This design comes from an exercise in tuning for small area and a short achievable clock period on the open sky130 flow, not from production work.
The RTL was checked by simulation tests, not by an equivalence proof against the original design.
No activity file was given, so power comes from the tool's default toggle rates.

sierra:
Design float_copro, start of the top module:
module float_copro
   (
    input  logic        clk,
    input  logic        copro_valid,
    input  logic        copro_accept,
    input  logic [10:0] copro_opcode,
    input  logic [31:0] copro_op0,
    input  logic [31:0] copro_op1,
    output logic        copro_complete,
    output logic [31:0] copro_result
    );
For scale: roughly 1500 cells after synthesis, about 110 I/O pins.
==> flow/config.mk <==
export PLATFORM = sky130hd
export DESIGN_NAME = float_copro
export DESIGN_NICKNAME = float_copro
export VERILOG_FILES = /design/flow/design.v
export SDC_FILE = /design/flow/constraint.sdc
export NUM_CORES = 4
export LEC_CHECK = 0
export CAP_MARGIN = 20
export CORE_MARGIN = 2
export CORE_UTILIZATION = 65
export SLEW_MARGIN = 20
==> flow/constraint.sdc <==
create_clock -name core_clock -period 14.0 [get_ports {clk}]
set_input_delay 2.8000 -clock core_clock [delete_from_list [all_inputs] [get_ports {clk}]]
set_output_delay 2.8000 -clock core_clock [all_outputs]
set_load 0.01 [all_outputs]
standard.sh (not shown) runs the stock make flow with config.mk's settings and CLKGATE_MAP_FILE= SYNTH_SCRIPT=/design/flow/synth_recipe.tcl, a recipe that flattens the netlist after the stock synthesis.
==> flow/flow/run.sh <==
#!/bin/bash
# Standard ORFS layout (the standard.sh) with these changes:
#  - after the standard synthesis, flow/fixinv.py removes the inverters that
#    Yosys's full-adder extraction leaves between adder cells (it flips the
#    polarity of adder cells, which are self-dual), and the netlist is loaded
#    from the result;
#  - ports are buffered with buf_1 cells (the standard flow picks a larger
#    delay cell); the resizer still sizes them up where timing needs it;
set -euo pipefail
MARGIN=${MARGIN:-9.0}
R=orfs/results/$FLOW_PLATFORM/float_copro/base
bash standard.sh synth > log_synth.txt 2>&1
cp $R/1_2_yosys.v $R/1_2_yosys_orig.v
python3 flow/fixinv.py $R/1_2_yosys_orig.v $R/1_2_yosys_fixinv.v > log_fixinv.txt 2>&1
python3 flow/xorbal.py $R/1_2_yosys_fixinv.v $R/1_2_yosys.v > log_xorbal.txt 2>&1
rm -f $R/1_synth.odb $R/1_synth.sdc
bash standard.sh synth > log_synth_odb.txt 2>&1
for step in floorplan place cts route finish; do
  bash standard.sh SETUP_SLACK_MARGIN=$MARGIN \
    "BUFFER_PORTS_ARGS=-buffer_cell sky130_fd_sc_hd__buf_1" $step > log_$step.txt 2>&1
done
Other scripts of this flow, unchanged in this note and not shown: flow/flow/fixinv.py, flow/flow/xorbal.py
sierra ended with every stage complete and zero timing, DRC or antenna violations.
Edits applied to the flow inputs when going from sierra to raven:
-- flow/flow/run.sh --
<<< sierra, line 8
#    delay cell); the resizer still sizes them up where timing needs it;
set -euo pipefail
MARGIN=${MARGIN:-9.0}
R=orfs/results/$FLOW_PLATFORM/float_copro/base
bash standard.sh synth > log_synth.txt 2>&1
>>> raven, line 8
#    delay cell); the resizer still sizes them up where timing needs it;
set -euo pipefail
MARGIN=${MARGIN:-9.4}
R=orfs/results/$FLOW_PLATFORM/float_copro/base
bash standard.sh synth > log_synth.txt 2>&1
## What came out
Going from sierra to raven, via count higher; number of global-route vias before repair lower; detailed-route DRC error count roughly the same.
raven ended up with a higher post-CTS setup buffer count than sierra did.
On overall routing resource usage, sierra tracks raven almost exactly.
Post-route non-filler standard cell count: sierra vs raven — no meaningful difference
On total wirelength of the detailed-routed design, sierra beats raven.
raven finished every stage and its layout cleared the timing, design-rule and antenna checks.


float_copro, a different RTL version from the one above (not shown whole).
Size: ~1700 cells after synthesis.
Settings: LEC_CHECK=0, CAP_MARGIN=20, CORE_MARGIN=2, CORE_UTILIZATION=65, SLEW_MARGIN=20; clock period 14.0 ns.
==> flow/flow/run.sh <==
#!/bin/bash
# Standard ORFS layout (the standard.sh) with these changes:
#  - after the standard synthesis, flow/fixinv.py removes the inverters that
#    Yosys's full-adder extraction leaves between adder cells (it flips the
#    polarity of adder cells, which are self-dual), and the netlist is loaded
#    from the result;
#  - then flow/ksadd.py replaces the gates that add the upper result bits in
#    stage 2 (from the hs_r/hc_r/hp_r propagate/generate registers and cy_r) by a
#    Kogge-Stone adder (kept only if Yosys proves the two netlists
#    equivalent);
#  - then flow/faexp.py rebuilds the full adders of the last tree levels
#    (depth 3 and more) from xor2 and maj3 cells, which are faster;
#  - ports are buffered with buf_1 cells (the standard flow picks a larger
#    delay cell); the resizer still sizes them up where timing needs it;
set -euo pipefail
MARGIN=${MARGIN:-9.9}
SPLIT=21      # S of gen/gen.py: result bits below it come from lo_r
R=orfs/results/$FLOW_PLATFORM/float_copro/base
bash standard.sh synth > log_synth.txt 2>&1
cp $R/1_2_yosys.v $R/1_2_yosys_orig.v
python3 flow/fixinv.py $R/1_2_yosys_orig.v $R/1_2_yosys_fixinv.v > log_fixinv.txt 2>&1
python3 flow/xorbal.py $R/1_2_yosys_fixinv.v $R/1_2_yosys_xorbal.v > log_xorbal.txt 2>&1
python3 flow/ksadd.py $R/1_2_yosys_xorbal.v $R/1_2_yosys_ksadd.v $SPLIT pg2 > log_ksadd.txt 2>&1
# keep the Kogge-Stone netlist only if Yosys proves it equivalent to the one before
LIB=$FLOW_HOME/platforms/$FLOW_PLATFORM/lib/sky130_fd_sc_hd__tt_025C_1v80.lib
cat > eq_ksadd.ys <<EOT
read_liberty -overwrite -ignore_miss_func $LIB
read_verilog $R/1_2_yosys_xorbal.v
rename float_copro gold
read_verilog $R/1_2_yosys_ksadd.v
rename float_copro gate
flatten gold gate
opt_clean
equiv_make gold gate eq
hierarchy -top eq
equiv_simple -seq 1
equiv_status -assert
EOT
if $FLOW_HOME/../tools/install/yosys/bin/yosys -q -s eq_ksadd.ys > log_eq_ksadd.txt 2>&1; then
  cp $R/1_2_yosys_ksadd.v $R/1_2_yosys_s2.v
else
  echo "ksadd netlist not proved equivalent; using the one before" >> log_eq_ksadd.txt
  cp $R/1_2_yosys_xorbal.v $R/1_2_yosys_s2.v
fi
python3 flow/faexp.py $R/1_2_yosys_s2.v $R/1_2_yosys.v 3 > log_faexp.txt 2>&1
rm -f $R/1_synth.odb $R/1_synth.sdc
bash standard.sh synth > log_synth_odb.txt 2>&1
for step in floorplan place cts route finish; do
  bash standard.sh SETUP_SLACK_MARGIN=$MARGIN \
    "BUFFER_PORTS_ARGS=-buffer_cell sky130_fd_sc_hd__buf_1" $step > log_$step.txt 2>&1
done
Other scripts of this flow, unchanged in this note and not shown: flow/flow/faexp.py, flow/flow/fixinv.py, flow/flow/ksadd.py, flow/flow/xorbal.py
==> next run, changes <==
--- a/flow/flow/run.sh
+++ b/flow/flow/run.sh
@@ -15,3 +15,3 @@
 set -euo pipefail
-MARGIN=${MARGIN:-9.9}
+MARGIN=${MARGIN:-9.7}
 SPLIT=21      # S of gen/gen.py: result bits below it come from lo_r
Outcome: Maximum frequency hardly moves; worst setup slack loses 0.0032 ns; critical path depth stays the same.


Another version of the RTL of float_copro (not shown whole).
For scale: ~1,600 cells after synthesis, ~0.016 mm² of cells after synthesis.
## float_copro
module float_copro
   (
    input  logic        clk,
    input  logic        copro_valid,
    input  logic        copro_accept,
    input  logic [10:0] copro_opcode,
    input  logic [31:0] copro_op0,
    input  logic [31:0] copro_op1,
    output logic        copro_complete,
    output logic [31:0] copro_result
    );
Settings: LEC_CHECK=0, CAP_MARGIN=20, CORE_MARGIN=2, CORE_UTILIZATION=65, SLEW_MARGIN=20; clock period 14.0 ns.
==> flow/flow/run.sh <==
#!/bin/bash
# Standard ORFS layout (the standard.sh) with these changes:
#  - after the standard synthesis, flow/fixinv.py removes the inverters that
#    Yosys's full-adder extraction leaves between adder cells (it flips the
#    polarity of adder cells, which are self-dual), and the netlist is loaded
#    from the result;
#  - then flow/ksadd.py replaces the gates that add the upper result bits in
#    stage 2 (from the hs_r/hc_r propagate/generate registers and cy_r) by a
#    Kogge-Stone adder (kept only if Yosys proves the two netlists
#    equivalent);
#  - then flow/faexp.py rebuilds the full adders of the last tree levels
#    (depth 3 and more) from xor2 and maj3 cells, which are faster;
#  - ports are buffered with buf_1 cells (the standard flow picks a larger
#    delay cell); the resizer still sizes them up where timing needs it;
set -euo pipefail
MARGIN=${MARGIN:-9.5}
SPLIT=21      # S of gen/gen.py: result bits below it come from lo_r
R=orfs/results/$FLOW_PLATFORM/float_copro/base
bash standard.sh synth > log_synth.txt 2>&1
cp $R/1_2_yosys.v $R/1_2_yosys_orig.v
python3 flow/fixinv.py $R/1_2_yosys_orig.v $R/1_2_yosys_fixinv.v > log_fixinv.txt 2>&1
python3 flow/xorbal.py $R/1_2_yosys_fixinv.v $R/1_2_yosys_xorbal.v > log_xorbal.txt 2>&1
python3 flow/ksadd.py $R/1_2_yosys_xorbal.v $R/1_2_yosys_ksadd.v $SPLIT > log_ksadd.txt 2>&1
# keep the Kogge-Stone netlist only if Yosys proves it equivalent to the one before
LIB=$FLOW_HOME/platforms/$FLOW_PLATFORM/lib/sky130_fd_sc_hd__tt_025C_1v80.lib
cat > eq_ksadd.ys <<EOT
read_liberty -overwrite -ignore_miss_func $LIB
read_verilog $R/1_2_yosys_xorbal.v
rename float_copro gold
read_verilog $R/1_2_yosys_ksadd.v
rename float_copro gate
flatten gold gate
opt_clean
equiv_make gold gate eq
hierarchy -top eq
equiv_simple -seq 1
equiv_status -assert
EOT
if $FLOW_HOME/../tools/install/yosys/bin/yosys -q -s eq_ksadd.ys > log_eq_ksadd.txt 2>&1; then
  cp $R/1_2_yosys_ksadd.v $R/1_2_yosys_s2.v
else
  echo "ksadd netlist not proved equivalent; using the one before" >> log_eq_ksadd.txt
  cp $R/1_2_yosys_xorbal.v $R/1_2_yosys_s2.v
fi
python3 flow/faexp.py $R/1_2_yosys_s2.v $R/1_2_yosys.v 3 > log_faexp.txt 2>&1
rm -f $R/1_synth.odb $R/1_synth.sdc
bash standard.sh synth > log_synth_odb.txt 2>&1
for step in floorplan place cts route finish; do
  bash standard.sh SETUP_SLACK_MARGIN=$MARGIN \
    "BUFFER_PORTS_ARGS=-buffer_cell sky130_fd_sc_hd__buf_1" $step > log_$step.txt 2>&1
done
Other scripts of this flow, unchanged in this note and not shown: flow/flow/faexp.py, flow/flow/fixinv.py, flow/flow/ksadd.py, flow/flow/xorbal.py
The starting point passed the timing, design-rule and antenna checks.
Then changed:
--- a/flow/flow/run.sh
+++ b/flow/flow/run.sh
@@ -14,5 +14,5 @@
 #    delay cell); the resizer still sizes them up where timing needs it;
 set -euo pipefail
-MARGIN=${MARGIN:-9.5}
+MARGIN=${MARGIN:-9.6}
 SPLIT=21      # S of gen/gen.py: result bits below it come from lo_r
 R=orfs/results/$FLOW_PLATFORM/float_copro/base
After rerunning: The changed run finished clean. Setup slack got worse by 36 ps. Power came out higher by 3.2%. Routed wire length went up by 1.6%. Worst hold slack gains 23 ps. Sequential share of layout area shrinks by 0.11 points. Register-to-register slack improves by 30 ps. Clock power is higher by about 4%. Critical path depth does not change.
Then changed:
--- a/flow/flow/run.sh
+++ b/flow/flow/run.sh
@@ -14,5 +14,5 @@
 #    delay cell); the resizer still sizes them up where timing needs it;
 set -euo pipefail
-MARGIN=${MARGIN:-9.6}
+MARGIN=${MARGIN:-9.5}
 SPLIT=21      # S of gen/gen.py: result bits below it come from lo_r
 R=orfs/results/$FLOW_PLATFORM/float_copro/base
Settings changed: CTS_CLUSTER_DIAMETER set to 200, CTS_CLUSTER_SIZE set to 40.
=> The changed run went through all stages and came out clean; synthesized cell count is unchanged; non-clock buffer count drops by 3; cell area went down by 1.5%; cell count hardly moves; clock power went down by about 3%; core utilization went down by 1.0 points; routed wire length is lower by 0.36%; global-route usage barely changes; flip-flop and latch count stays the same; maximum frequency rises by 0.40%; count of clock-buffer cells in the layout stays the same.
Then changed:
--- a/flow/flow/run.sh
+++ b/flow/flow/run.sh
@@ -14,5 +14,5 @@
 #    delay cell); the resizer still sizes them up where timing needs it;
 set -euo pipefail
-MARGIN=${MARGIN:-9.5}
+MARGIN=${MARGIN:-9.7}
 SPLIT=21      # S of gen/gen.py: result bits below it come from lo_r
 R=orfs/results/$FLOW_PLATFORM/float_copro/base
Settings changed: CTS_CLUSTER_DIAMETER 200 to not set, CTS_CLUSTER_SIZE 40 to not set.
Result: Die area does not change; worst setup slack gains 21 ps; register-to-register slack gains 140 ps; global-route usage falls by 0.39 points; hold slack gains 15 ps; synthesized cell count does not change.

## afterwards: timing with drivers on the ports
How much do the figures lean on ideal ports? The routed layouts below were timed once more, with nothing changed but the port constraints. Step 1, drivers: a clkbuf_16 drives clk and a buf_2 each remaining input, both assumed. Step 2 also shifts input and output timing later by t, the mid clock arrival at the registers, as if the neighbouring blocks saw the same clock. a / b / c = ideal / step 1 / step 2; a / b = the first two.
run | t, ns | setup WS [ns] | latest minus earliest clock arrival (ns) | worst data-port slew with drivers (ns) | pins driven straight from the clock port
sierra | 0.475 | 8.986 / 8.936 / 9.161 | 0.016 / 0.016 | 0.05 | 1
raven | 0.482 | 9.055 / 9.005 / 9.159 | 0.021 / 0.020 | 0.05 | 1
the first run of note 2 | 0.489 | 9.723 / 9.672 / 9.714 | 0.015 / 0.016 | 0.05 | 1
the second run of note 2 | 0.482 | 9.720 / 9.668 / 9.664 | 0.018 / 0.018 | 0.05 | 1
the first run of note 3 | 0.485 | 9.589 / 9.536 / 9.188 | 0.024 / 0.024 | 0.05 | 1
the second run of note 3 | 0.483 | 9.552 / 9.501 / 9.279 | 0.016 / 0.016 | 0.06 | 1
the third run of note 3 | 0.487 | 9.570 / 9.519 / 9.252 | 0.029 / 0.030 | 0.04 | 1
the fourth run of note 3 | 0.482 | 9.591 / 9.538 / 9.603 | 0.018 / 0.018 | 0.06 | 1
After both steps setup and hold are still met in every run listed. For the first run of note 3, which loses most, drivers alone change the setup slack by -0.053 ns; drivers and shift together by -0.401 ns.
